This is an optimization exercise on Yosys and OpenROAD, whose aim is small area, not a production implementation.
The RTL was checked by simulation tests, not by an equivalence proof against the original design.

## flow/design.v

```verilog
`default_nettype none
module adder_1(a, b, c_in, sum, c_out);
input wire a, b, c_in;
output logic sum, c_out;
assign sum = a ^ b ^ c_in;
assign c_out = (a & b) | (a & c_in) | (b & c_in);
endmodule
module half_adder(a, b, sum, c_out);
input wire a, b;
output logic sum, c_out;
assign sum = a ^ b;
assign c_out = a & b;
endmodule
module gate_xor2(a, b, y);
input wire a, b;
output logic y;
assign y = a ^ b;
endmodule
module gate_xnor2(a, b, y);
input wire a, b;
output logic y;
assign y = ~(a ^ b);
endmodule
module gate_a21o(a1, a2, b1, y);
input wire a1, a2, b1;
output logic y;
assign y = (a1 & a2) | b1;
endmodule
module gate_nor2(a, b, y);
input wire a, b;
output logic y;
assign y = ~(a | b);
endmodule
module gate_nor3(a, b, c, y);
input wire a, b, c;
output logic y;
assign y = ~(a | b | c);
endmodule
module gate_nand2(a, b, y);
input wire a, b;
output logic y;
assign y = ~(a & b);
endmodule
module gate_o21ai(a1, a2, b1, y);
input wire a1, a2, b1;
output logic y;
assign y = ~((a1 | a2) & b1);
endmodule
module gate_a22oi(a1, a2, b1, b2, y);
input wire a1, a2, b1, b2;
output logic y;
assign y = ~((a1 & a2) | (b1 & b2));
endmodule
`default_nettype wire
`default_nettype none
module conway_cell(ld, n_st, hd, state_0, state_q, n0, kk, w0, w1, state_d);
parameter bit has_w1 = 1'b1;
input wire ld, n_st, hd, state_0, state_q;
input wire n0, kk, w0, w1;
output logic state_d;
logic same;          
logic one_st;        
logic n_step;        
logic n_hold_load;   
gate_xnor2 g1 (.a(kk), .b(w0), .y(same));
if (has_w1) begin : g_w1
  gate_nor3 g2 (.a(same), .b(w1), .c(n_st), .y(one_st));
end else begin : g_no_w1
  gate_nor2 g2 (.a(same), .b(n_st), .y(one_st));
end
gate_o21ai g3 (.a1(n0), .a2(state_q), .b1(one_st), .y(n_step));
gate_a22oi g4 (.a1(hd), .a2(state_q), .b1(ld), .b2(state_0), .y(n_hold_load));
gate_nand2 g5 (.a(n_step), .b(n_hold_load), .y(state_d));
endmodule
`default_nettype wire
`default_nettype none
module main(clk, rst, ena, state_0, cells);
parameter N = 16;
input wire clk;
input wire rst;
input wire ena;
input wire [N*N-1:0] state_0;
output logic [N*N-1:0] cells;
logic [N*N-1:0] p0, p1, t0, t1;
logic [N*N-1:0] n0, kk, w0, w1;
logic [N*N-1:0] nxt;
logic ld, n_st, hd;
assign ld = rst;
assign n_st = rst | ~ena;
assign hd = ~rst & ~ena;
genvar x, y;
generate
  for (y = 0; y < N; y = y + 1) begin : g_row
    for (x = 0; x < N; x = x + 1) begin : g_col
      localparam int I = N*y + x;
      if (y == 0) begin : g_top
        assign p0[I] = cells[I+N];
        assign p1[I] = 1'b0;
        half_adder vt (.a(cells[I+N]), .b(cells[I]), .sum(t0[I]), .c_out(t1[I]));
      end else if (y == N-1) begin : g_bot
        assign p0[I] = cells[I-N];
        assign p1[I] = 1'b0;
        half_adder vt (.a(cells[I-N]), .b(cells[I]), .sum(t0[I]), .c_out(t1[I]));
      end else begin : g_mid
        half_adder vp (.a(cells[I-N]), .b(cells[I+N]), .sum(p0[I]), .c_out(p1[I]));
        gate_xor2 vt0 (.a(p0[I]), .b(cells[I]), .y(t0[I]));
        gate_a21o vt1 (.a1(p0[I]), .a2(cells[I]), .b1(p1[I]), .y(t1[I]));
      end
      if (x == 0) begin : g_left
        half_adder h0 (.a(t0[I+1]), .b(p0[I]), .sum(n0[I]), .c_out(kk[I]));
        if (y == 0 || y == N-1) begin : g_corner
          assign w0[I] = t1[I+1];
          assign w1[I] = 1'b0;
        end else begin : g_edge
          half_adder h1 (.a(t1[I+1]), .b(p1[I]), .sum(w0[I]), .c_out(w1[I]));
        end
      end else if (x == N-1) begin : g_right
        half_adder h0 (.a(t0[I-1]), .b(p0[I]), .sum(n0[I]), .c_out(kk[I]));
        if (y == 0 || y == N-1) begin : g_corner
          assign w0[I] = t1[I-1];
          assign w1[I] = 1'b0;
        end else begin : g_edge
          half_adder h1 (.a(t1[I-1]), .b(p1[I]), .sum(w0[I]), .c_out(w1[I]));
        end
      end else begin : g_inner
        adder_1 h0 (.a(t0[I-1]), .b(p0[I]), .c_in(t0[I+1]), .sum(n0[I]), .c_out(kk[I]));
        if (y == 0 || y == N-1) begin : g_edge
          half_adder h1 (.a(t1[I-1]), .b(t1[I+1]), .sum(w0[I]), .c_out(w1[I]));
        end else begin : g_mid
          adder_1 h1 (.a(t1[I-1]), .b(p1[I]), .c_in(t1[I+1]), .sum(w0[I]), .c_out(w1[I]));
        end
      end
      conway_cell #(.has_w1((x > 0 && x < N-1) || (y > 0 && y < N-1)))
        rule (.ld(ld), .n_st(n_st), .hd(hd), .state_0(state_0[I]), .state_q(cells[I]),
              .n0(n0[I]), .kk(kk[I]), .w0(w0[I]), .w1(w1[I]), .state_d(nxt[I]));
    end
  end
endgenerate
always_ff @(posedge clk)
  cells <= nxt;
endmodule
`default_nettype wire
```

## flow/flow/run.sh

```bash
#!/bin/bash
# Own flow: the standard layout, with three changes:
#  - after synthesis, every combinational cell gets its smallest drive strength
#    (flow/downsize.tcl); the resizer repairs slew, capacitance and timing later;
#  - the port buffers are sky130_fd_sc_hd__buf_1;
#  - clock tree synthesis without dummy loads.
set -euo pipefail
here=$(pwd)
bash standard.sh \
  "POST_SYNTH_TCL=$here/flow/downsize.tcl" \
  "BUFFER_PORTS_ARGS=-buffer_cell sky130_fd_sc_hd__buf_1" \
  "CTS_ARGS=-sink_clustering_enable -repair_clock_nets -dont_use_dummy_load -buf_list sky130_fd_sc_hd__clkbuf_8 -sink_clustering_size 16 -sink_clustering_max_diameter 50" \
  finish > "$here/standard_flow.log" 2>&1
```

## flow/flow/downsize.tcl

```tcl
# Post-synthesis hook: give every combinational cell the smallest drive
# strength of its function (the resizer repairs slew and timing later).
# Sequential cells keep the cell the standard synthesis gave them.
set db [ord::get_db]
set block [ord::get_db_block]
set n 0
foreach inst [$block getInsts] {
  set m [$inst getMaster]
  set name [$m getName]
  if { ![regexp {^(sky130_fd_sc_hd__[a-z0-9]+)_([0-9]+)$} $name -> base drive] } { continue }
  if { [regexp {^sky130_fd_sc_hd__(df|edf|sdf|sedf|dl|clkbuf|conb|tap|fill|decap)} $base] } { continue }
  set best $m
  set best_area [expr { [$m getWidth] * [$m getHeight] }]
  foreach d {0 1 2} {
    set cand [$db findMaster "${base}_$d"]
    if { $cand eq "NULL" || $cand eq "" } { continue }
    set a [expr { [$cand getWidth] * [$cand getHeight] }]
    if { $a < $best_area } { set best $cand; set best_area $a }
  }
  if { $best ne $m } {
    $inst swapMaster $best
    incr n
  }
}
puts "downsize: $n cells given a smaller drive strength"
```

## flow/standard.sh

```bash
#!/bin/bash
# synth_recipe.tcl (not shown) runs the flow's synth.tcl, then flattens the netlist and writes it again
# the make line also repeats each setting of config.mk as NAME=value (left out here)
make -C /OpenROAD-flow-scripts/flow DESIGN_CONFIG=/design/flow/config.mk WORK_HOME=/design/flow/orfs CLKGATE_MAP_FILE= SYNTH_SCRIPT=/design/flow/synth_recipe.tcl "${@:-finish}"
```

## flow/config.mk

```make
export PLATFORM = sky130hd
export DESIGN_NAME = main
export DESIGN_NICKNAME = main
export VERILOG_FILES = /design/flow/design.v
export SDC_FILE = /design/flow/constraint.sdc
export NUM_CORES = 4
export LEC_CHECK = 0
export CAP_MARGIN = 20
export CORE_MARGIN = 2
export CORE_UTILIZATION = 45
export PLACE_DENSITY = 0.6
export SLEW_MARGIN = 20
export SYNTH_HIERARCHICAL = 1
```

## flow/constraint.sdc

```tcl
create_clock -name core_clock -period 5.0 [get_ports {clk}]
set_input_delay 1.0000 -clock core_clock [delete_from_list [all_inputs] [get_ports {clk}]]
set_output_delay 1.0000 -clock core_clock [all_outputs]
set_load 0.01 [all_outputs]
```

==> run_results.csv, run 1 <==
group,metric,value,unit
detailed_routing,wl_per_cell,21.2,um
die,die_h,259,um
sta,max_slew_margin,19.8,%
clock_tree,htreeDepth,2,
setup_path,crit_fanout,7,
die,coreArea,0.0645,mm2
detailed_routing,drtAntennaViolNets,0,
clock_tree,ctsHoldBuffers,0,
sta,fmax,403,MHz
grt,antenna_found_initial,22,
sta,finalHoldViolations,0,
die,die-area,0.0672,mm2
run,cap_viol_max_count,0,
placement,portBuffers,514,
setup_path,worstPathRequired,4.00,ns
cells_and_area,final_util,51.3,%
sta,min_period_over_period,49.6,%
logic_synthesis,synth_warnings,7,
die,num_rows,93,
detailed_routing,totalWireLength,88.7,mm
setup_path,cp-end-kind,"output port",
die,die_x,259,um
clock_tree,clk_latency,0.67,ns
setup_path,critPathMaxStageDelay,0.52,ns
cells_and_area,largest_reg_flops,256,
grt,grt_pass1_wl,139,mm
logic_synthesis,synthesis.area,0.0293,mm2
setup_path,cp.arrival,1.48,ns
min_path,hold_path.class,"input port to flop",
logic_synthesis,synthCells,2782,
sta,worst_pin_slew,1.20,ns
setup_path,cp.buffers_inverters,1,
clock_tree,clock-root-buffer,"clkbuf_8",
die,io_pins,515,
grt,grt_max_degree,186,
detailed_routing,viasPerCell,5.66,
clock_tree,clk_pin_slew,0.07,ns
setup_path,critPathTopFamily,"flip-flops",
sta,finalClockSkew,0.0664,ns
detailed_routing,drtIter0Drc,1420,
sta,drv_slew,0,
sta,finalSetupViolCount,0,
cells_and_area,top_register,"cells",
cells_and_area,seq_area,0.00512,mm2
sta,min_period,2.48,ns
detailed_routing,drt_pass1_iterations,5,
cells_and_area,largestRegisters,"cells: 256 flops",
die,start_util,45.4,%
status,status,"complete, no violations",
cells_and_area,layout-drive-gt1-share,2.07,%
setup_path,start_kind,"flop",
clock_tree,ctsResizeCount,0,
cells_and_area,nNetsFinal,4355,
placement,gp_congestion,0.887,
logic_synthesis,synth_nets,3805,
setup_path,cp_cell_sequence,"buf_1",
grt,grt_util_all_layers,26.2,%
clock_tree,clock_sinks,256,
detailed_routing,num_vias,23712,
clock_tree,clockBufferDepth,3,
cells_and_area,multi_input_area,0.0241,mm2
setup_path,crit_slowest_cell,"dfxtp_1",
clock_tree,cts_tree,"yes",
cells_and_area,fillers,6005,
sta,tns,0,ns
placement,dp_hpwl,69.2,mm
clock_tree,cts_made_buffers,56,
logic_synthesis,synth_area_per_cell,10.5,um2
grt,overflow,0,
sta,rsz0062_at_grt,"no",
clock_tree,post_cts_buffers,0,
detailed_routing,drc_errors,0,
grt,grt_pass1_vias,25795,
cells_and_area,syn_to_final_growth,13.0,%
setup_path,path_class,"flop to output port",
[metal layers]
metal / part of all wire, % / up-vias / routed length [um] / track usage, %
met3: 7.0 / 200 / 6250 / 7.11
met5: 0.25 / - / 226 / 0
met2: 51 / 635 / 45500 / 47.3
met4: 3.4 / 32 / 3040 / 8.97
li1: - / 11145 / - / -
met1: 38 / 11700 / 33700 / 29.6
[path summary, 6_finish.rpt]
path           startpoint          to  slack (ns)  cells past startpoint
max reg2reg    cells[123]  cells[108]        2.72                      7
min reg2reg     cells[11]   cells[11]        0.56                      2
min          state_0[151]  cells[151]        0.53                      3
max            cells[152]  cells[152]        2.52                      1
[metrics by stage]
stage	worst slack, ns	area, um2	hold WS (ns)	instances
3_5_place_dp	1.90	32300	0.559	4129
5_1_grt	2.41	33100	0.500	4188
4_1_cts	2.46	33100	0.462	4185
6_report	2.52	33100	0.531	4191
3_3_place_gp	1.96	32300	0.540	4129
2_1_floorplan	0.765	29300	0.572	2782
[placed cells by master, fill, tap and decap left out, types with 4 or more instances in the layout]
master and n:
o21ai_1 256, dfxtp_1 256, buf_4 7, ha_1 344, a22oi_1 256, a21o_1 224
fa_1 420, nor2_1 4, diode_2 6, xnor2_1 256, xor2_1 224, buf_1 513
nor3_1 252, nand2_1 256, clkbuf_8 56
[layout make-up]
class	instances	area share, %
timing repair buffer	524	6.18
clock buffer	56	2.33
multi-input combinational	2494	72.7
tap	855	3.23
sequential	256	15.5
antenna	6	0.0454
==> inputs of run 2 (changes only) <==
--- a/flow/flow/run.sh
+++ b/flow/flow/run.sh
@@ -11,3 +11,3 @@
   "BUFFER_PORTS_ARGS=-buffer_cell sky130_fd_sc_hd__buf_1" \
-  "CTS_ARGS=-sink_clustering_enable -repair_clock_nets -dont_use_dummy_load -buf_list sky130_fd_sc_hd__clkbuf_8 -sink_clustering_size 16 -sink_clustering_max_diameter 50" \
+  "CTS_ARGS=-sink_clustering_enable -repair_clock_nets -dont_use_dummy_load -buf_list sky130_fd_sc_hd__clkbuf_4 -sink_clustering_size 10 -sink_clustering_max_diameter 50" \
   finish > "$here/standard_flow.log" 2>&1
==> run_results.csv, run 2 <==
group,metric,value,unit
status,status,"complete, no violations",
cells_and_area,syn_to_final_growth,11.8,%
die,io_pins,515,
setup_path,cp.buffers_inverters,1,
sta,finalHoldViolations,0,
clock_tree,cts_made_buffers,56,
sta,drv_slew,0,
cells_and_area,top_register,"cells",
sta,finalSetupViolCount,0,
detailed_routing,drc_errors,0,
logic_synthesis,synth_area_per_cell,10.5,um2
placement,portBuffers,514,
detailed_routing,drt_pass1_iterations,5,
grt,grt_util_all_layers,26.1,%
grt,grt_max_degree,186,
sta,hold_slack,0.348,ns
cells_and_area,layout-drive-gt1-share,2.07,%
grt,antenna_found_initial,22,
setup_path,path_class,"flop to output port",
clock_tree,clockBufferDepth,3,
clock_tree,post_cts_buffers,0,
cells_and_area,fin_cells,4192,
setup_path,cp-end-kind,"output port",
die,coreArea,0.0645,mm2
cells_and_area,largestRegisters,"cells: 256 flops",
placement,dp_hpwl,69.2,mm
detailed_routing,num_vias,23740,
die,num_rows,93,
sta,max_slew_margin,21.9,%
sta,finalClockSkew,0.0727,ns
clock_tree,ctsHoldBuffers,0,
cells_and_area,fillers,6050,
setup_path,worstPathRequired,4.00,ns
setup_path,cp_cell_sequence,"buf_1",
cells_and_area,seq_area,0.00512,mm2
setup_path,cp.arrival,1.69,ns
grt,grt_pass1_wl,139,mm
setup_path,crit_slowest_cell,"dfxtp_1",
setup_path,critPathMaxStageDelay,0.55,ns
sta,tns,0,ns
sta,worst_slack,2.31,ns
sta,fmax,372,MHz
logic_synthesis,synth_warnings,7,
detailed_routing,totalWireLength,88.5,mm
clock_tree,clock_sinks,256,
die,start_util,45.4,%
detailed_routing,wl_per_cell,21.1,um
sta,worst_pin_slew,1.17,ns
die,die_x,259,um
cells_and_area,largest_reg_flops,256,
die,die_h,259,um
setup_path,critPathTopFamily,"flip-flops",
clock_tree,clock-root-buffer,"clkbuf_4",
min_path,hold_path.class,"input port to flop",
clock_tree,cts_tree,"yes",
clock_tree,clk_latency,0.85,ns
run,cap_viol_max_count,0,
clock_tree,htreeDepth,2,
clock_tree,clk_pin_slew,0.10,ns
setup_path,start_kind,"flop",
cells_and_area,multi_input_area,0.0241,mm2
die,die-area,0.0672,mm2
cells_and_area,final_common_cell,"buf_1",
cells_and_area,layout_common_cells,"buf_1, fa_1, ha_1",
sta,min_period_over_period,53.8,%
cells_and_area,nNetsFinal,4355,
sta,min_period,2.69,ns
clock_tree,ctsResizeCount,0,
detailed_routing,viasPerCell,5.66,
placement,gp_congestion,0.887,
placement,post-place-ws,1.90,ns
logic_synthesis,synthCells,2782,
placement,dp_cells,4129,
detailed_routing,drtAntennaViolNets,0,
grt,overflow,0,
logic_synthesis,synth_nets,3805,
logic_synthesis,synthesis.area,0.0293,mm2
grt,grt_pass1_vias,25765,
detailed_routing,drtIter0Drc,1356,
setup_path,crit_fanout,7,
sta,rsz0062_at_grt,"no",
[run 2: final timing paths]
kind	start	slack (ns)	depth (start not counted)	end
worst min register to register	cells[11]	0.57	2	cells[11]
worst max-delay path	cells[135]	2.31	1	cells[135]
worst min-delay path	state_0[151]	0.35	3	cells[151]
worst max register to register	cells[123]	2.71	7	cells[108]
[run 2: cell type report]
type,instances,area share [%]
Antenna cell,7,0.0535
Clock buffer,56,1.28
Multi-Input combinational cell,2494,73.5
Sequential cell,256,15.7
Tap cell,855,3.27
Timing Repair Buffer,524,6.25
[run 2: through the flow]
| step | area (um2) | utilization, % |
|---|---|---|
| after detailed placement | 32300 | 50.1 |
| final | 32700 | 50.8 |
| after CTS | 32700 | 50.8 |
| after global routing | 32700 | 50.8 |
| after global placement | 32300 | 50.1 |
| after floorplan | 29300 | - |
[run 2: tightest hold or removal path: cells and delay by family]
family	cells	cell delay, ns
compound gates	1	0.06
buf+inv	1	0.07
simple gates	1	0.05
[run 2: layer usage]
layer / up-vias / share of wire, % / GRT usage [%]
li1: 11165 / - / -
met1: 11720 / 38 / 29.6
met2: 633 / 51 / 47.1
met3: 192 / 7.2 / 7.04
met4: 30 / 3.3 / 8.78
met5: - / 0.24 / 0
==> inputs of run 3 (changes only) <==
--- a/flow/flow/run.sh
+++ b/flow/flow/run.sh
@@ -11,3 +11,3 @@
   "BUFFER_PORTS_ARGS=-buffer_cell sky130_fd_sc_hd__buf_1" \
-  "CTS_ARGS=-sink_clustering_enable -repair_clock_nets -dont_use_dummy_load -buf_list sky130_fd_sc_hd__clkbuf_4 -sink_clustering_size 10 -sink_clustering_max_diameter 50" \
+  "CTS_ARGS=-sink_clustering_enable -repair_clock_nets -dont_use_dummy_load -buf_list sky130_fd_sc_hd__clkbuf_2 -sink_clustering_size 6 -sink_clustering_max_diameter 30" \
   finish > "$here/standard_flow.log" 2>&1
==> run_results.csv, run 3 <==
group,metric,value,unit
cells_and_area,largest_reg_flops,256,
min_path,hold_start,"state_0[245]",
sta,finalHoldViolations,0,
cells_and_area,syn_to_final_growth,15.7,%
detailed_routing,drtIter0Drc,1326,
setup_path,cp.buffers_inverters,1,
die,coreArea,0.0645,mm2
min_path,hold_path.class,"input port to flop",
detailed_routing,viasPerCell,5.61,
sta,tns,0,ns
sta,finalClockSkew,0.116,ns
die,die_x,259,um
setup_path,cp-end-kind,"output port",
setup_path,ff2ff_path_depth,7,
clock_tree,ctsResizeCount,0,
cells_and_area,final_common_cell,"buf_1",
clock_tree,clockBufferDepth,3,
die,start_util,45.4,%
grt,grt_pass1_wl,141,mm
grt,antenna_found_initial,20,
clock_tree,cts_tree,"yes",
detailed_routing,drt_pass1_iterations,5,
clock_tree,clk_latency,1.12,ns
cells_and_area,layout-drive-gt1-share,3.33,%
sta,max_slew_margin,21.0,%
setup_path,crit_fanout,7,
setup_path,path_class,"flop to output port",
setup_path,critPathMaxStageDelay,0.49,ns
clock_tree,htreeDepth,3,
run,cap_viol_max_count,0,
setup_path,regToRegSetupSlack,2.67,ns
placement,dp_cells,4129,
logic_synthesis,synth_warnings,7,
setup_path,critPathTopFamily,"flip-flops",
sta,min_period_over_period,57.7,%
setup_path,crit_slowest_cell,"dfxtp_1",
setup_path,cp.arrival,1.89,ns
clock_tree,cts_made_buffers,103,
setup_path,cp_cell_sequence,"buf_1",
die,die_h,259,um
clock_tree,clock-root-buffer,"clkbuf_2",
grt,overflow,0,
logic_synthesis,synth_area_per_cell,10.5,um2
placement,dp_hpwl,69.2,mm
grt,grt_max_degree,186,
status,status,"complete, no violations",
detailed_routing,num_vias,24369,
setup_path,worstPathRequired,4.00,ns
setup_path,timing.rr.end,"cells[104]",
die,die-area,0.0672,mm2
placement,portBuffers,514,
detailed_routing,drtAntennaViolNets,0,
sta,min_period,2.89,ns
die,io_pins,515,
placement,gp_congestion,0.887,
detailed_routing,drc_errors,0,
clock_tree,post_cts_buffers,0,
min_path,hold_depth,3,
logic_synthesis,synth_nets,3805,
min_path,hold_end,"cells[245]",
grt,grt_util_all_layers,26.4,%
cells_and_area,top_register,"cells",
setup_path,start_kind,"flop",
sta,rsz0062_at_grt,"no",
cells_and_area,nNetsFinal,4508,
logic_synthesis,synthesis.area,0.0293,mm2
sta,finalSetupViolCount,0,
cells_and_area,largestRegisters,"cells: 256 flops",
sta,drv_slew,0,
detailed_routing,totalWireLength,89.4,mm
clock_tree,clk_pin_slew,0.09,ns
detailed_routing,wl_per_cell,20.6,um
cells_and_area,fin_cells,4345,
grt,grt_pass1_vias,26539,
sta,fmax,346,MHz
sta,worst_pin_slew,1.19,ns
setup_path,reg2reg_from,"cells[119]",
die,num_rows,93,
logic_synthesis,synthCells,2782,
cells_and_area,layout_common_cells,"buf_1, fa_1, ha_1",
clock_tree,clock_sinks,256,
clock_tree,ctsHoldBuffers,106,
==> run 3: metal layers <==
layer | up-vias | share of wire (%) | GRT usage [%]
met3 | 203 | 7.4 | 7.46
met2 | 702 | 51 | 47.2
li1 | 11496 | - | -
met5 | - | 0.25 | 0
met4 | 30 | 3.5 | 10.6
met1 | 11938 | 38 | 29.7
==> run 3: area by class of cell <==
class                           instances  area [um2]
Fill cell                            5996       30600
Tap cell                              855        1070
Timing Repair Buffer                  630        3110
Antenna cell                            7        17.5
Clock buffer                          103         515
Multi-Input combinational cell       2494       24100
Sequential cell                       256        5120
==> run 3: per-stage QoR <==
stage               cell area [um2]  hold slack [ns]  utilization [%]  worst slack [ns]
floorplan                     29300            0.572                -             0.765
global placement              32300            0.540             50.1              1.96
detailed placement            32300            0.559             50.1              1.90
CTS                           33900         0.000457             52.6              1.92
global route                  33900           0.0530             52.6              1.94
finish                        33900            0.154             52.6              2.11
==> run 3: worst max path at each step <==
stage                     from    endpoint  slack (ns)  depth (start not counted)
CTS                 cells[138]  cells[138]        1.92                          1
finish              cells[138]  cells[138]        2.11                          1
global route        cells[138]  cells[138]        1.94                          1
global placement           rst  cells[114]        1.96                          6
floorplan                  ena    cells[0]        0.76                          3
detailed placement         rst  cells[147]        1.90                          6
==> inputs of run 4 (changes only) <==
--- a/flow/flow/run.sh
+++ b/flow/flow/run.sh
@@ -11,3 +11,3 @@
   "BUFFER_PORTS_ARGS=-buffer_cell sky130_fd_sc_hd__buf_1" \
-  "CTS_ARGS=-sink_clustering_enable -repair_clock_nets -dont_use_dummy_load -buf_list sky130_fd_sc_hd__clkbuf_2 -sink_clustering_size 6 -sink_clustering_max_diameter 30" \
+  "CTS_ARGS=-sink_clustering_enable -repair_clock_nets -dont_use_dummy_load" \
   finish > "$here/standard_flow.log" 2>&1
==> run_results.csv, run 4 <==
group,metric,value,unit
cells_and_area,layout-drive-gt1-share,1.54,%
clock_tree,clockBufferDepth,3,
min_path,hold_path.class,"flop to flop",
grt,grt_pass1_vias,25696,
clock_tree,htreeDepth,2,
sta,fmax,393,MHz
placement,portBuffers,514,
run,cap_viol_max_count,0,
grt,antenna_found_initial,21,
setup_path,worstPathRequired,5.42,ns
clock_tree,cts_tree,"yes",
die,io_pins,515,
cells_and_area,layout_common_cells,"buf_1, fa_1, ha_1",
grt,grt_pass1_wl,139,mm
cells_and_area,syn_to_final_growth,13.6,%
clock_tree,clk_latency,0.56,ns
sta,finalClockSkew,0.0277,ns
cells_and_area,final_common_cell,"buf_1",
sta,rsz0062_at_grt,"no",
placement,post-place-ws,1.90,ns
setup_path,ff2ff_path_depth,7,
setup_path,path_class,"input port to flop",
grt,grt_util_all_layers,26.2,%
detailed_routing,drt_pass1_iterations,5,
clock_tree,clock_sinks,256,
detailed_routing,drc_errors,0,
logic_synthesis,synthesis.area,0.0293,mm2
logic_synthesis,synthCells,2782,
clock_tree,post_cts_buffers,0,
logic_synthesis,synth_nets,3805,
die,coreArea,0.0645,mm2
detailed_routing,wl_per_cell,21.2,um
sta,min_period_over_period,50.9,%
min_path,hold_depth,2,
grt,grt_max_degree,186,
setup_path,cp.arrival,2.97,ns
cells_and_area,largestRegisters,"cells: 256 flops",
cells_and_area,top_register,"cells",
die,die_h,259,um
sta,drv_slew,0,
detailed_routing,drtAntennaViolNets,0,
detailed_routing,totalWireLength,88.5,mm
sta,worst_slack,2.45,ns
sta,finalSetupViolCount,0,
die,start_util,45.4,%
setup_path,cp-end-kind,"flop",
sta,finalHoldViolations,0,
die,num_rows,93,
clock_tree,cts_made_buffers,38,
setup_path,crit_fanout,56,
sta,tns,0,ns
status,status,"complete, no violations",
grt,overflow,0,
clock_tree,clk_pin_slew,0.05,ns
sta,worst_pin_slew,1.13,ns
clock_tree,ctsResizeCount,0,
detailed_routing,viasPerCell,5.68,
die,die_x,259,um
detailed_routing,drtIter0Drc,1384,
cells_and_area,largest_reg_flops,256,
sta,max_slew_margin,24.9,%
sta,min_period,2.55,ns
setup_path,start_kind,"input port",
clock_tree,clock-root-buffer,"clkbuf_16",
placement,gp_congestion,0.887,
placement,dp_hpwl,69.2,mm
clock_tree,ctsHoldBuffers,0,
logic_synthesis,synth_warnings,7,
logic_synthesis,synth_area_per_cell,10.5,um2
cells_and_area,nNetsFinal,4337,
detailed_routing,num_vias,23703,
die,die-area,0.0672,mm2
## run 4: cell types whose count changed in the layout (fill, tap and decap cells not counted), sizes merged
cell	change
clkbuf	-65
dlygate4sd3	-106
## run 4: area by class of cell
| cell class | instances | area, um2 |
|---|---|---|
| Antenna cell | 7 | 17.5 |
| Multi-Input combinational cell | 2494 | 24100 |
| Tap cell | 855 | 1070 |
| Timing Repair Buffer | 524 | 2050 |
| Sequential cell | 256 | 5120 |
| Fill cell | 5999 | 31200 |
| Clock buffer | 38 | 951 |
## run 4: critical path, cell delays in order
cell	delay, ns
clkbuf_4	0.34
nand2b_4	0.78
buf_4	0.51
nor3_1	0.10
o21ai_1	0.12
nand2_1	0.07
## run 4: path summary, 6_finish.rpt
path,slack (ns),end,startpoint
hold reg to reg,0.57,cells[245],cells[245]
setup reg to reg,2.70,cells[35],cells[18]
hold / removal,0.57,cells[245],cells[245]
setup / recovery,2.45,cells[189],rst
## run 4: per-stage QoR
step / utilization [%] / hold WS (ns) / area (um2) / std cells
finish: 51.6 / 0.568 / 33300 / 4174
global route: 51.6 / 0.606 / 33300 / 4169
CTS: 51.6 / 0.570 / 33300 / 4167
detailed placement: 50.1 / 0.559 / 32300 / 4129
global placement: 50.1 / 0.540 / 32300 / 4129
floorplan: - / 0.572 / 29300 / 2782
## run 4: layer usage
layer,routed length [um],global-route usage [%]
met5,222,0
met4,3000,9.12
met3,6250,6.80
met2,45400,47.2
met1,33600,29.8
==> inputs of run 5 (changes only) <==
--- a/flow/flow/run.sh
+++ b/flow/flow/run.sh
@@ -11,3 +11,3 @@
   "BUFFER_PORTS_ARGS=-buffer_cell sky130_fd_sc_hd__buf_1" \
-  "CTS_ARGS=-sink_clustering_enable -repair_clock_nets -dont_use_dummy_load" \
+  "CTS_ARGS=-sink_clustering_enable -repair_clock_nets -dont_use_dummy_load -buf_list sky130_fd_sc_hd__clkbuf_4 -sink_clustering_size 12 -sink_clustering_max_diameter 35" \
   finish > "$here/standard_flow.log" 2>&1
==> run_results.csv, run 5 <==
group,metric,value,unit
cells_and_area,largestRegisters,"cells: 256 flops",
placement,gp_congestion,0.887,
detailed_routing,drtAntennaViolNets,0,
placement,dp_cells,4129,
die,num_rows,93,
grt,overflow,0,
clock_tree,clockBufferDepth,3,
setup_path,crit_fanout,7,
logic_synthesis,synth_warnings,7,
setup_path,cp-end-kind,"output port",
min_path,hold_path.class,"input port to flop",
sta,drv_slew,0,
sta,finalSetupViolCount,0,
cells_and_area,layout-drive-gt1-share,3.03,%
grt,antenna_found_initial,23,
grt,grt_pass1_wl,139,mm
status,status,"complete, no violations",
die,start_util,45.4,%
clock_tree,cts_tree,"yes",
clock_tree,clock_sinks,256,
clock_tree,clk_latency,0.82,ns
cells_and_area,layout_common_cells,"buf_1, fa_1, ha_1",
sta,min_period,2.63,ns
setup_path,worstPathRequired,4.00,ns
sta,tns,0,ns
setup_path,cp_cell_sequence,"buf_1",
sta,rsz0062_at_grt,"no",
cells_and_area,nNetsFinal,4388,
placement,dp_hpwl,69.2,mm
setup_path,critPathTopFamily,"flip-flops",
sta,finalHoldViolations,0,
detailed_routing,num_vias,23920,
setup_path,cp.arrival,1.63,ns
detailed_routing,drc_errors,0,
clock_tree,clock-root-buffer,"clkbuf_4",
clock_tree,clk_pin_slew,0.09,ns
cells_and_area,syn_to_final_growth,12.7,%
clock_tree,ctsHoldBuffers,0,
setup_path,cp.buffers_inverters,1,
die,die_x,259,um
run,cap_viol_max_count,0,
sta,max_slew_margin,19.8,%
setup_path,path_class,"flop to output port",
logic_synthesis,synth_area_per_cell,10.5,um2
grt,grt_max_degree,186,
setup_path,crit_slowest_cell,"dfxtp_1",
clock_tree,htreeDepth,3,
sta,worst_pin_slew,1.20,ns
die,die-area,0.0672,mm2
cells_and_area,top_register,"cells",
detailed_routing,totalWireLength,88.5,mm
clock_tree,ctsResizeCount,0,
detailed_routing,drt_pass1_iterations,5,
cells_and_area,largest_reg_flops,256,
logic_synthesis,synth_nets,3805,
logic_synthesis,synthesis.area,0.0293,mm2
placement,portBuffers,514,
clock_tree,post_cts_buffers,0,
grt,grt_pass1_vias,26046,
grt,grt_util_all_layers,26.2,%
detailed_routing,wl_per_cell,20.9,um
die,coreArea,0.0645,mm2
die,io_pins,515,
sta,fmax,380,MHz
cells_and_area,fin_cells,4229,
cells_and_area,final_common_cell,"buf_1",
setup_path,critPathMaxStageDelay,0.53,ns
sta,min_period_over_period,52.7,%
detailed_routing,viasPerCell,5.66,
setup_path,start_kind,"flop",
sta,finalClockSkew,0.0398,ns
die,die_h,259,um
logic_synthesis,synthCells,2782,
clock_tree,cts_made_buffers,89,
detailed_routing,drtIter0Drc,1306,
run 5: final cells by class:
class	instances	area (um2)
Fill cell	6049	31500
Multi-Input combinational cell	2494	24100
Sequential cell	256	5120
Timing Repair Buffer	524	2050
Tap cell	855	1070
Clock buffer	89	668
Antenna cell	11	27.5
run 5: stage by stage:
step / area (um2) / util, % / setup WS, ns / hold slack (ns)
floorplan: 29300 / - / 0.765 / 0.572
global route: 33000 / 51.2 / 2.29 / 0.314
global placement: 32300 / 50.1 / 1.96 / 0.540
finish: 33000 / 51.2 / 2.37 / 0.370
detailed placement: 32300 / 50.1 / 1.90 / 0.559
CTS: 33000 / 51.1 / 2.27 / 0.260
run 5: worst paths after layout:
path	from	to	slack, ns	depth (start not counted)
max	cells[135]	cells[135]	2.37	1
min	state_0[65]	cells[65]	0.37	3
max reg2reg	cells[123]	cells[108]	2.70	7
min reg2reg	cells[11]	cells[11]	0.56	2
run 5: worst reg2reg max path, delay by kind of cell, from the launching register on:
| kind | cells | cell delay [ns] |
|---|---|---|
| DFF | 1 | 0.55 |
| adders and majority gates | 2 | 0.94 |
| AOI/OAI and AO/OA | 2 | 0.41 |
| and+or+nand+nor | 2 | 0.15 |
| xor gates and xnor gates | 1 | 0.13 |
run 5: routing by layer:
layer | up-vias | GRT usage (%) | wire, um
met1 | 11777 | 29.5 | 33600
li1 | 11233 | - | -
met2 | 687 | 47.0 | 45200
met3 | 199 | 7.42 | 6630
met4 | 24 | 9.93 | 2940
met5 | - | 0 | 165
==> inputs of run 6 (changes only) <==
--- a/flow/flow/run.sh
+++ b/flow/flow/run.sh
@@ -11,3 +11,3 @@
   "BUFFER_PORTS_ARGS=-buffer_cell sky130_fd_sc_hd__buf_1" \
-  "CTS_ARGS=-sink_clustering_enable -repair_clock_nets -dont_use_dummy_load -buf_list sky130_fd_sc_hd__clkbuf_4 -sink_clustering_size 12 -sink_clustering_max_diameter 35" \
+  "CTS_ARGS=-sink_clustering_enable -repair_clock_nets -dont_use_dummy_load -buf_list sky130_fd_sc_hd__clkbuf_4 -sink_clustering_size 10 -sink_clustering_max_diameter 40" \
   finish > "$here/standard_flow.log" 2>&1
--- a/flow/config.mk
+++ b/flow/config.mk
@@ -9,4 +9,4 @@
 export CORE_MARGIN = 2
-export CORE_UTILIZATION = 45
-export PLACE_DENSITY = 0.6
+export CORE_UTILIZATION = 60
+export PLACE_DENSITY = 0.7
 export SLEW_MARGIN = 20
==> run_results.csv, run 6 <==
group,metric,value,unit
placement,post-place-ws,1.96,ns
setup_path,critPathTopFamily,"flip-flops",
die,io_pins,515,
setup_path,critPathMaxStageDelay,0.52,ns
clock_tree,post_cts_buffers,0,
cells_and_area,fillers,3952,
setup_path,crit_slowest_cell,"dfxtp_1",
cells_and_area,top_register,"cells",
logic_synthesis,synth_nets,3805,
clock_tree,clock-root-buffer,"clkbuf_4",
cells_and_area,largestRegisters,"cells: 256 flops",
clock_tree,ctsResizeCount,0,
setup_path,cp.buffers_inverters,1,
sta,worst_slack,2.23,ns
sta,fmax,360,MHz
die,coreArea,0.0479,mm2
die,num_rows,80,
cells_and_area,final_common_cell,"buf_1",
detailed_routing,viasPerCell,6.04,
cells_and_area,seq_area,0.00512,mm2
die,die_x,225,um
clock_tree,clk_latency,0.89,ns
setup_path,cp-end-kind,"output port",
die,die-area,0.0506,mm2
logic_synthesis,synth_warnings,7,
placement,dp_hpwl,65.9,mm
logic_synthesis,synth_area_per_cell,10.5,um2
setup_path,start_kind,"flop",
placement,portBuffers,514,
clock_tree,ctsHoldBuffers,0,
grt,grt_max_degree,130,
detailed_routing,drc_errors,0,
status,status,"complete, no violations",
grt,grt_pass1_wl,132,mm
setup_path,worstPathRequired,4.00,ns
sta,finalClockSkew,0.0895,ns
die,start_util,61.1,%
setup_path,crit_fanout,7,
sta,min_period,2.77,ns
cells_and_area,largest_reg_flops,256,
cells_and_area,final_area,0.0325,mm2
clock_tree,cts_tree,"yes",
sta,worst_pin_slew,1.05,ns
run,cap_viol_max_count,0,
min_path,hold_path.class,"input port to flop",
grt,grt_util_all_layers,33.1,%
cells_and_area,syn_to_final_growth,10.9,%
clock_tree,clk_pin_slew,0.09,ns
grt,overflow,0,
cells_and_area,multi_input_area,0.0241,mm2
logic_synthesis,synthCells,2782,
sta,finalHoldViolations,0,
sta,max_slew_margin,30.2,%
setup_path,cp_cell_sequence,"buf_1",
grt,grt_pass1_vias,25303,
placement,post_dp_cell_area,0.0320,mm2
detailed_routing,drt_pass1_iterations,6,
clock_tree,clockBufferDepth,3,
die,die_h,225,um
cells_and_area,nNetsFinal,4361,
detailed_routing,drtIter0Drc,1334,
sta,finalSetupViolCount,0,
clock_tree,clock_sinks,256,
grt,antenna_found_initial,24,
setup_path,path_class,"flop to output port",
detailed_routing,drtAntennaViolNets,0,
clock_tree,htreeDepth,2,
detailed_routing,num_vias,23929,
sta,drv_slew,0,
cells_and_area,layout-drive-gt1-share,2.25,%
detailed_routing,wl_per_cell,21.1,um
sta,min_period_over_period,55.5,%
placement,gp_congestion,0.890,
logic_synthesis,synthesis.area,0.0293,mm2
sta,rsz0062_at_grt,"no",
setup_path,cp.arrival,1.77,ns
cells_and_area,layout_common_cells,"buf_1, fa_1, ha_1",
clock_tree,cts_made_buffers,61,
detailed_routing,totalWireLength,83.6,mm
sta,tns,0,ns
[run 6: final cells by class]
class	count	share of cell area (%)
Clock buffer	61	1.41
Sequential cell	256	15.8
Timing Repair Buffer	525	6.32
Multi-Input combinational cell	2494	74.0
Tap cell	615	2.37
Antenna cell	12	0.0924
[run 6: path summary, 6_finish.rpt]
check,start,end,slack (ns),cells past startpoint
setup / recovery,cells[136],cells[136],2.23,1
hold / removal,state_0[224],cells[224],0.29,3
setup reg to reg,cells[98],cells[115],2.71,7
hold reg to reg,cells[249],cells[249],0.57,2
[run 6: per-layer routing]
metal | GRT usage, % | share of wire (%) | up-vias
li1 | - | - | 11187
met1 | 38.2 | 37 | 11698
met2 | 58.5 | 51 | 791
met3 | 9.20 | 8.0 | 221
met4 | 12.0 | 3.7 | 32
met5 | 0 | 0.24 | -
[run 6: metrics by stage]
| stage | instances | utilization, % | hold WS [ns] |
|---|---|---|---|
| after global routing | 3958 | 67.8 | 0.256 |
| final | 3963 | 67.8 | 0.292 |
| after CTS | 3951 | 67.7 | 0.240 |
| after global placement | 3890 | 66.8 | 0.534 |
| after floorplan | 2782 | - | 0.572 |
| after detailed placement | 3890 | 66.8 | 0.556 |
==> inputs of run 7 (changes only) <==
--- a/flow/flow/run.sh
+++ b/flow/flow/run.sh
@@ -11,3 +11,3 @@
   "BUFFER_PORTS_ARGS=-buffer_cell sky130_fd_sc_hd__buf_1" \
-  "CTS_ARGS=-sink_clustering_enable -repair_clock_nets -dont_use_dummy_load -buf_list sky130_fd_sc_hd__clkbuf_4 -sink_clustering_size 10 -sink_clustering_max_diameter 40" \
+  "CTS_ARGS=-sink_clustering_enable -repair_clock_nets -dont_use_dummy_load -buf_list sky130_fd_sc_hd__clkbuf_4 -sink_clustering_size 8 -sink_clustering_max_diameter 40" \
   finish > "$here/standard_flow.log" 2>&1
--- a/flow/config.mk
+++ b/flow/config.mk
@@ -9,4 +9,4 @@
 export CORE_MARGIN = 2
-export CORE_UTILIZATION = 60
-export PLACE_DENSITY = 0.7
+export CORE_UTILIZATION = 65
+export PLACE_DENSITY = 0.75
 export SLEW_MARGIN = 20
==> run_results.csv, run 7 <==
group,metric,value,unit
sta,max_slew_margin,43.1,%
placement,dp_hpwl,64.4,mm
sta,finalClockSkew,0.0687,ns
setup_path,timing.rr.end,"cells[36]",
logic_synthesis,synthesis.area,0.0293,mm2
detailed_routing,totalWireLength,82.9,mm
grt,overflow,0,
setup_path,cp.buffers_inverters,1,
min_path,hold_end,"cells[236]",
die,io_pins,515,
setup_path,start_kind,"flop",
setup_path,reg2reg_from,"cells[19]",
die,die_h,216,um
setup_path,path_class,"flop to output port",
sta,fmax,378,MHz
status,status,"complete, no violations",
cells_and_area,largest_reg_flops,256,
setup_path,cp.arrival,1.65,ns
grt,grt_max_degree,154,
sta,rsz0062_at_grt,"no",
sta,hold_slack,0.396,ns
sta,worst_pin_slew,0.854,ns
detailed_routing,drc_errors,0,
min_path,hold_depth,3,
cells_and_area,top_register,"cells",
placement,gp_congestion,0.903,
detailed_routing,wl_per_cell,21.1,um
sta,finalSetupViolCount,0,
detailed_routing,drtAntennaViolNets,0,
clock_tree,clk_pin_slew,0.09,ns
cells_and_area,layout_common_cells,"buf_1, fa_1, ha_1",
cells_and_area,largestRegisters,"cells: 256 flops",
die,die_x,216,um
placement,portBuffers,514,
grt,grt_pass1_vias,25777,
logic_synthesis,synthCells,2782,
cells_and_area,final_util,73.4,%
clock_tree,clockBufferDepth,3,
clock_tree,ctsHoldBuffers,0,
clock_tree,htreeDepth,3,
detailed_routing,drtIter0Drc,1627,
setup_path,cp_cell_sequence,"buf_1",
clock_tree,cts_made_buffers,68,
die,start_util,66.1,%
sta,tns,0,ns
setup_path,critPathTopFamily,"flip-flops",
clock_tree,clock_sinks,256,
clock_tree,clock-root-buffer,"clkbuf_4",
cells_and_area,nNetsFinal,4364,
min_path,hold_start,"state_0[236]",
clock_tree,post_cts_buffers,0,
setup_path,cp-end-kind,"output port",
die,die-area,0.0468,mm2
cells_and_area,layout-drive-gt1-share,2.34,%
setup_path,regToRegSetupSlack,2.70,ns
sta,min_period,2.65,ns
setup_path,critPathMaxStageDelay,0.49,ns
grt,antenna_found_initial,19,
logic_synthesis,synth_nets,3805,
setup_path,ff2ff_path_depth,7,
logic_synthesis,synth_area_per_cell,10.5,um2
cells_and_area,syn_to_final_growth,11.0,%
setup_path,crit_fanout,7,
clock_tree,ctsResizeCount,0,
min_path,hold_path.class,"input port to flop",
clock_tree,clk_latency,0.80,ns
cells_and_area,final_common_cell,"buf_1",
setup_path,crit_slowest_cell,"dfxtp_1",
sta,finalHoldViolations,0,
detailed_routing,viasPerCell,6.16,
clock_tree,cts_tree,"yes",
setup_path,worstPathRequired,4.00,ns
detailed_routing,drt_pass1_iterations,5,
grt,grt_pass1_wl,132,mm
detailed_routing,num_vias,24260,
die,num_rows,77,
grt,grt_util_all_layers,35.5,%
logic_synthesis,synth_warnings,7,
sta,drv_slew,0,
run,cap_viol_max_count,0,
sta,min_period_over_period,52.9,%
die,coreArea,0.0443,mm2
## run 7: layout make-up
type | instances | area [um2]
repair buffers | 521 | 2060
flip-flops and latches | 256 | 5120
multi-input cells | 2494 | 24100
well taps | 592 | 741
clock buffers | 68 | 510
fillers | 3338 | 11800
diodes | 5 | 12.5
## run 7: how the worst max path moves through the flow
stage | start | endpoint | slack, ns | depth (start not counted)
2_1_floorplan | ena | cells[0] | 0.76 | 3
3_3_place_gp | rst | cells[19] | 1.79 | 6
3_5_place_dp | rst | cells[67] | 1.74 | 6
4_1_cts | cells[136] | cells[136] | 2.31 | 1
5_1_grt | cells[103] | cells[103] | 2.28 | 1
6_report | cells[136] | cells[136] | 2.35 | 1
## run 7: stage by stage
| step | cells | setup WS (ns) | area [um2] |
|---|---|---|---|
| after floorplan | 2782 | 0.765 | 29300 |
| after global placement | 3863 | 1.79 | 32000 |
| after detailed placement | 3863 | 1.74 | 32000 |
| after CTS | 3931 | 2.31 | 32500 |
| after global routing | 3933 | 2.28 | 32500 |
| final | 3936 | 2.35 | 32500 |
## run 7: per-layer routing
metal  track usage, %  up-vias  part of all wire, %
met5                0        -                 0.22
met4             20.1       30                  5.7
met3             9.25      287                  8.3
met2             59.8      962                   49
met1             41.2    11781                   37
li1                 -    11200                    -
==> inputs of run 8 (changes only) <==
--- a/flow/config.mk
+++ b/flow/config.mk
@@ -7,7 +7,7 @@
 export LEC_CHECK = 0
-export CAP_MARGIN = 20
+export CAP_MARGIN = 0
 export CORE_MARGIN = 2
-export CORE_UTILIZATION = 65
-export PLACE_DENSITY = 0.75
-export SLEW_MARGIN = 20
+export CORE_UTILIZATION = 60
+export PLACE_DENSITY = 0.7
+export SLEW_MARGIN = 0
 export SYNTH_HIERARCHICAL = 1
==> run_results.csv, run 8 <==
group,metric,value,unit
status,status,"complete, no violations",
logic_synthesis,synthesis.area,0.0293,mm2
setup_path,path_class,"flop to output port",
clock_tree,clockBufferDepth,3,
setup_path,worstPathRequired,4.00,ns
setup_path,start_kind,"flop",
logic_synthesis,synth_nets,3805,
setup_path,crit_fanout,7,
grt,grt_util_all_layers,33.1,%
cells_and_area,fillers,3952,
cells_and_area,final_area,0.0325,mm2
setup_path,cp.buffers_inverters,1,
clock_tree,clk_latency,0.89,ns
grt,overflow,0,
logic_synthesis,synthCells,2782,
setup_path,cp-end-kind,"output port",
clock_tree,clock-root-buffer,"clkbuf_4",
cells_and_area,layout_common_cells,"buf_1, fa_1, ha_1",
sta,fmax,360,MHz
detailed_routing,drtIter0Drc,1334,
cells_and_area,seq_area,0.00512,mm2
die,die_h,225,um
cells_and_area,nNetsFinal,4361,
die,coreArea,0.0479,mm2
min_path,hold_depth,3,
die,io_pins,515,
sta,max_slew_margin,30.2,%
placement,post_dp_cell_area,0.0320,mm2
setup_path,critPathMaxStageDelay,0.52,ns
cells_and_area,layout-drive-gt1-share,2.25,%
detailed_routing,drt_pass1_iterations,6,
min_path,hold_path.class,"input port to flop",
logic_synthesis,synth_warnings,7,
detailed_routing,num_vias,23929,
cells_and_area,multi_input_area,0.0241,mm2
placement,portBuffers,514,
die,die-area,0.0506,mm2
cells_and_area,syn_to_final_growth,10.9,%
die,start_util,61.1,%
clock_tree,cts_tree,"yes",
clock_tree,clock_sinks,256,
detailed_routing,wl_per_cell,21.1,um
sta,worst_pin_slew,1.05,ns
cells_and_area,top_register,"cells",
clock_tree,htreeDepth,2,
detailed_routing,viasPerCell,6.04,
setup_path,cp.arrival,1.77,ns
sta,rsz0062_at_grt,"no",
clock_tree,clk_pin_slew,0.09,ns
detailed_routing,drtAntennaViolNets,0,
clock_tree,ctsResizeCount,0,
setup_path,ff2ff_path_depth,7,
cells_and_area,largestRegisters,"cells: 256 flops",
die,num_rows,80,
sta,finalSetupViolCount,0,
placement,dp_cells,3890,
logic_synthesis,synth_area_per_cell,10.5,um2
detailed_routing,totalWireLength,83.6,mm
setup_path,cp_num_cells,1,
setup_path,critPathTopFamily,"flip-flops",
clock_tree,cts_made_buffers,61,
grt,grt_max_degree,130,
grt,antenna_found_initial,24,
placement,gp_congestion,0.890,
grt,grt_pass1_vias,25303,
cells_and_area,fin_cells,3963,
clock_tree,ctsHoldBuffers,0,
grt,grt_pass1_wl,132,mm
setup_path,cp_cell_sequence,"buf_1",
cells_and_area,largest_reg_flops,256,
sta,finalHoldViolations,0,
sta,finalClockSkew,0.0895,ns
run,cap_viol_max_count,0,
sta,tns,0,ns
die,die_x,225,um
clock_tree,post_cts_buffers,0,
detailed_routing,drc_errors,0,
sta,min_period,2.77,ns
sta,drv_slew,0,
cells_and_area,final_common_cell,"buf_1",
placement,dp_hpwl,65.9,mm
sta,min_period_over_period,55.5,%
setup_path,crit_slowest_cell,"dfxtp_1",
run 8: path summary, 6_finish.rpt:
| kind | start | endpoint | slack (ns) |
|---|---|---|---|
| setup / recovery | cells[136] | cells[136] | 2.23 |
| hold reg to reg | cells[249] | cells[249] | 0.57 |
| hold / removal | state_0[224] | cells[224] | 0.29 |
| setup reg to reg | cells[98] | cells[115] | 2.71 |
run 8: per-stage QoR:
step                util [%]  hold WS, ns  setup WS [ns]
detailed placement      66.8        0.556           1.96
CTS                     67.7        0.240           2.20
floorplan                  -        0.572          0.765
finish                  67.8        0.292           2.23
global route            67.8        0.256           2.15
global placement        66.8        0.534           1.99
run 8: area by class of cell:
type                    instances  share of cell area, %
flip-flops and latches        256                   15.8
multi-input cells            2494                   74.0
well taps                     615                   2.37
diodes                         12                 0.0924
repair buffers                525                   6.32
clock buffers                  61                   1.41
run 8: layer usage:
metal  global-route usage [%]  up-vias  part of all wire, %
li1                         -    11187                    -
met1                     38.2    11698                   37
met2                     58.5      791                   51
met3                     9.20      221                  8.0
met4                     12.0       32                  3.7
met5                        0        -                 0.24
run 8: worst register-to-register path, delay by kind of cell (launching register included):
kind	cells	cell delay, ns
adder cells (fa/ha/maj)	2	0.87
flip-flops	1	0.55
AO/OA/AOI/OAI	2	0.35
AND/OR/NAND/NOR	2	0.29
XOR/XNOR	1	0.14
==> inputs of run 9 (changes only) <==
--- a/flow/config.mk
+++ b/flow/config.mk
@@ -10,2 +10,3 @@
 export CORE_UTILIZATION = 60
+export GPL_TIMING_DRIVEN = 0
 export PLACE_DENSITY = 0.7
==> run_results.csv, run 9 <==
group,metric,value,unit
status,status,"complete, no violations",
setup_path,critPathTopFamily,"buffers and inverters",
cells_and_area,largestRegisters,"cells: 256 flops",
sta,min_period,3.20,ns
die,coreArea,0.0479,mm2
setup_path,cp_cell_sequence,"buf_2, buf_12, nand2b_4, buf_16, buf_16, nor3_1, o21ai_1, nand2_1",
setup_path,crit_fanout,65,
clock_tree,ctsResizeCount,0,
cells_and_area,nNetsFinal,4404,
detailed_routing,wl_per_cell,20.7,um
setup_path,cpMostUsedCell,"buf_16",
cells_and_area,final_common_cell,"buf_1",
run,cap_viol_max_count,0,
sta,min_period_over_period,63.9,%
sta,worst_pin_slew,0.900,ns
setup_path,critPathMaxStageDelay,0.77,ns
clock_tree,clk_pin_slew,0.07,ns
die,io_pins,515,
clock_tree,clock-root-buffer,"clkbuf_4",
die,die_x,225,um
placement,gp_congestion,0.910,
die,die-area,0.0506,mm2
sta,max_slew_margin,40.0,%
logic_synthesis,synth_nets,3805,
logic_synthesis,synth_warnings,7,
setup_path,cp-end-kind,"flop",
detailed_routing,drt_pass1_iterations,5,
grt,grt_pass1_vias,25609,
die,die_h,225,um
sta,drv_slew,0,
setup_path,cp.arrival,3.83,ns
grt,grt_util_all_layers,33.2,%
sta,fmax,313,MHz
min_path,hold_path.class,"input port to flop",
detailed_routing,num_vias,23992,
sta,hold_slack,0.381,ns
cells_and_area,layout_common_cells,"buf_1, fa_1, ha_1",
setup_path,path_class,"input port to flop",
detailed_routing,drtAntennaViolNets,0,
grt,overflow,0,
clock_tree,cts_tree,"yes",
clock_tree,post_cts_buffers,0,
clock_tree,cts_made_buffers,68,
clock_tree,htreeDepth,3,
sta,finalHoldViolations,0,
cells_and_area,layout-drive-gt1-share,2.55,%
placement,dp_hpwl,65.9,mm
placement,portBuffers,514,
sta,finalClockSkew,0.0656,ns
detailed_routing,viasPerCell,5.99,
sta,tns,0,ns
setup_path,regToRegSetupSlack,2.74,ns
detailed_routing,drtIter0Drc,1242,
sta,worst_slack,1.80,ns
grt,grt_pass1_wl,132,mm
sta,finalSetupViolCount,0,
placement,post-place-ws,1.04,ns
logic_synthesis,synthCells,2782,
sta,rsz0062_at_grt,"no",
clock_tree,clk_latency,0.82,ns
logic_synthesis,synthesis.area,0.0293,mm2
setup_path,start_kind,"input port",
cells_and_area,final_util,68.6,%
clock_tree,clock_sinks,256,
logic_synthesis,synth_area_per_cell,10.5,um2
setup_path,worstPathRequired,5.63,ns
setup_path,crit_slowest_cell,"nand2b_4",
die,num_rows,80,
die,start_util,61.1,%
cells_and_area,syn_to_final_growth,12.2,%
cells_and_area,largest_reg_flops,256,
detailed_routing,drc_errors,0,
setup_path,cp.buffers_inverters,4,
grt,grt_max_degree,74,
grt,antenna_found_initial,19,
clock_tree,ctsHoldBuffers,0,
clock_tree,clockBufferDepth,3,
detailed_routing,totalWireLength,82.8,mm
cells_and_area,top_register,"cells",
[run 9: final timing paths]
kind,from,end,cells past startpoint
max,rst,cells[245],8
min,state_0[9],cells[9],3
max reg2reg,cells[108],cells[93],7
min reg2reg,cells[249],cells[249],2
[run 9: area by class of cell]
cell class              count  area, um2
multi-input cells        2494      24100
fillers                  3992      15100
flip-flops and latches    256       5120
repair buffers            529       2270
well taps                 615        769
clock buffers              68        510
plain buffers              32        120
diodes                      9       22.5
[run 9: worst min-delay path, cell delays in order]
cell	delay, ns
buf_1	0.07
a22oi_1	0.05
nand2_1	0.05
[run 9: layer usage]
metal / global-route usage [%] / wire length (um) / vias up / part of all wire, %
met2: 57.0 / 41500 / 774 / 50
li1: - / - / 11270 / -
met1: 38.6 / 30700 / 11714 / 37
met3: 8.70 / 6590 / 206 / 8.0
met5: 0 / 184 / - / 0.22
met4: 16.1 / 3800 / 28 / 4.6
[run 9: stage by stage]
step / instances / area, um2
after floorplan: 2782 / 29300
after global placement: 3911 / 32000
after detailed placement: 3926 / 32300
after CTS: 3994 / 32900
after global routing: 3996 / 32900
final: 4003 / 32900
==> inputs of run 10 (changes only) <==
==> flow/config.mk (replaced) <==
export PLATFORM = sky130hd
export DESIGN_NAME = main
export DESIGN_NICKNAME = main
export VERILOG_FILES = /design/flow/design.v
export SDC_FILE = /design/flow/constraint.sdc
export NUM_CORES = 4
export LEC_CHECK = 0
export CAP_MARGIN = 20
export CORE_MARGIN = 2
export CORE_UTILIZATION = 45
export PLACE_DENSITY = 0.6
export SLEW_MARGIN = 20
export SYNTH_HIERARCHICAL = 1
==> run_results.csv, run 10 <==
group,metric,value,unit
sta,fmax,388,MHz
cells_and_area,syn_to_final_growth,12.3,%
setup_path,cp-end-kind,"output port",
die,coreArea,0.0645,mm2
cells_and_area,final_common_cell,"buf_1",
clock_tree,clk_pin_slew,0.08,ns
detailed_routing,drtIter0Drc,1302,
sta,worst_pin_slew,1.16,ns
detailed_routing,drt_pass1_iterations,6,
setup_path,cp.buffers_inverters,1,
detailed_routing,wl_per_cell,21.0,um
sta,finalClockSkew,0.0598,ns
detailed_routing,num_vias,23774,
sta,max_slew_margin,22.4,%
detailed_routing,drc_errors,0,
clock_tree,clockBufferDepth,3,
cells_and_area,top_register,"cells",
placement,portBuffers,514,
clock_tree,cts_tree,"yes",
grt,antenna_found_initial,23,
sta,min_period_over_period,51.6,%
cells_and_area,largestRegisters,"cells: 256 flops",
clock_tree,clk_latency,0.80,ns
sta,tns,0,ns
cells_and_area,nNetsFinal,4374,
clock_tree,clock_sinks,256,
cells_and_area,largest_reg_flops,256,
setup_path,critPathMaxStageDelay,0.52,ns
placement,gp_congestion,0.887,
setup_path,start_kind,"flop",
setup_path,cp.arrival,1.58,ns
placement,dp_cells,4129,
cells_and_area,layout_common_cells,"buf_1, fa_1, ha_1",
sta,rsz0062_at_grt,"no",
cells_and_area,fin_cells,4210,
die,io_pins,515,
setup_path,path_class,"flop to output port",
setup_path,crit_fanout,7,
logic_synthesis,synth_nets,3805,
clock_tree,clock-root-buffer,"clkbuf_4",
clock_tree,post_cts_buffers,0,
sta,drv_slew,0,
clock_tree,htreeDepth,3,
clock_tree,ctsHoldBuffers,0,
sta,min_period,2.58,ns
detailed_routing,drtAntennaViolNets,0,
logic_synthesis,synthesis.area,0.0293,mm2
cells_and_area,layout-drive-gt1-share,2.63,%
clock_tree,cts_made_buffers,75,
die,start_util,45.4,%
die,die_h,259,um
sta,finalSetupViolCount,0,
grt,grt_pass1_wl,139,mm
detailed_routing,viasPerCell,5.65,
status,status,"complete, no violations",
clock_tree,ctsResizeCount,0,
logic_synthesis,synth_area_per_cell,10.5,um2
grt,grt_util_all_layers,26.2,%
setup_path,worstPathRequired,4.00,ns
grt,grt_max_degree,186,
die,die-area,0.0672,mm2
sta,finalHoldViolations,0,
grt,overflow,0,
setup_path,critPathTopFamily,"flip-flops",
run,cap_viol_max_count,0,
logic_synthesis,synth_warnings,7,
die,die_x,259,um
detailed_routing,totalWireLength,88.5,mm
setup_path,regToRegSetupSlack,2.72,ns
setup_path,cp_cell_sequence,"buf_1",
die,num_rows,93,
placement,dp_hpwl,69.2,mm
logic_synthesis,synthCells,2782,
min_path,hold_path.class,"input port to flop",
grt,grt_pass1_vias,25941,
setup_path,crit_slowest_cell,"dfxtp_1",
-- run 10: final timing paths --
path / start / end / cells after the start
max: cells[135] / cells[135] / 1
min: state_0[0] / cells[0] / 3
max reg2reg: cells[119] / cells[104] / 7
min reg2reg: cells[15] / cells[15] / 2
-- run 10: stage by stage --
| step | setup slack [ns] | utilization [%] | hold slack [ns] | area, um2 |
|---|---|---|---|---|
| 2_1_floorplan | 0.765 | - | 0.572 | 29300 |
| 3_3_place_gp | 1.96 | 50.1 | 0.540 | 32300 |
| 3_5_place_dp | 1.90 | 50.1 | 0.559 | 32300 |
| 4_1_cts | 2.30 | 51.0 | 0.286 | 32900 |
| 5_1_grt | 2.32 | 51.0 | 0.346 | 32900 |
| 6_report | 2.42 | 51.0 | 0.388 | 32900 |
-- run 10: final cells by class --
class                           count  area [um2]
Fill cell                        6056       31600
Timing Repair Buffer              524        2050
Multi-Input combinational cell   2494       24100
Clock buffer                       75         563
Sequential cell                   256        5120
Tap cell                          855        1070
Antenna cell                        6        15.0
-- run 10: worst min-delay path: cells and delay by family --
family | cells | cell delay (ns)
compound gates | 1 | 0.05
buf+inv | 1 | 0.07
simple gates | 1 | 0.05
-- run 10: layer usage --
metal / part of all wire (%) / global-route usage (%) / up-vias
li1: - / - / 11188
met1: 38 / 29.6 / 11691
met2: 51 / 47.1 / 654
met3: 7.2 / 7.08 / 207
met4: 3.5 / 9.93 / 34
met5: 0.28 / 0 / -

[separate check: timing with driven ports]
The flow's constraints put no driver on any port. The routed layouts listed below were extracted and timed again, unchanged, in two steps.
Step 1 (the two cells are an assumption about what drives the block):
set clk [get_ports {clk}]
set_driving_cell -lib_cell sky130_fd_sc_hd__clkbuf_16 $clk
set_driving_cell -lib_cell sky130_fd_sc_hd__buf_2 [delete_from_list [all_inputs] $clk]
Step 2 moves the port delays by t, midway between the first and last clock arrival at a register: inputs arrive t later, outputs are due t later. That takes back most of the time a late clock gives input paths.
a / b / c = no drivers / after step 1 / after step 2; a / b = the first two.
run	t (ns)	setup WS [ns]	hold slack, ns
run 1	0.693	2.518 / 2.458 / 1.887	0.531 / 0.497 / 0.565
run 2	0.864	2.309 / 2.249 / 1.886	0.348 / 0.317 / 0.570
run 3	1.115	2.113 / 2.057 / 1.836	0.154 / 0.121 / 0.570
run 4	0.613	2.453 / 2.494 / 1.881	0.568 / 0.568 / 0.568
run 5	0.855	2.367 / 2.309 / 1.860	0.370 / 0.342 / 0.563
run 6	0.907	2.226 / 2.167 / 1.848	0.292 / 0.260 / 0.570
run 7	0.823	2.354 / 2.296 / 1.632	0.396 / 0.365 / 0.566
run 8	0.907	2.226 / 2.167 / 1.848	0.292 / 0.260 / 0.570
run 9	0.844	1.803 / 1.842 / 0.999	0.381 / 0.342 / 0.561
run 10	0.825	2.420 / 2.363 / 1.878	0.388 / 0.355 / 0.571
After both steps every run listed still meets setup and hold. For run 9, which loses most, drivers alone change the setup slack by +0.039 ns; drivers and shift together by -0.804 ns.
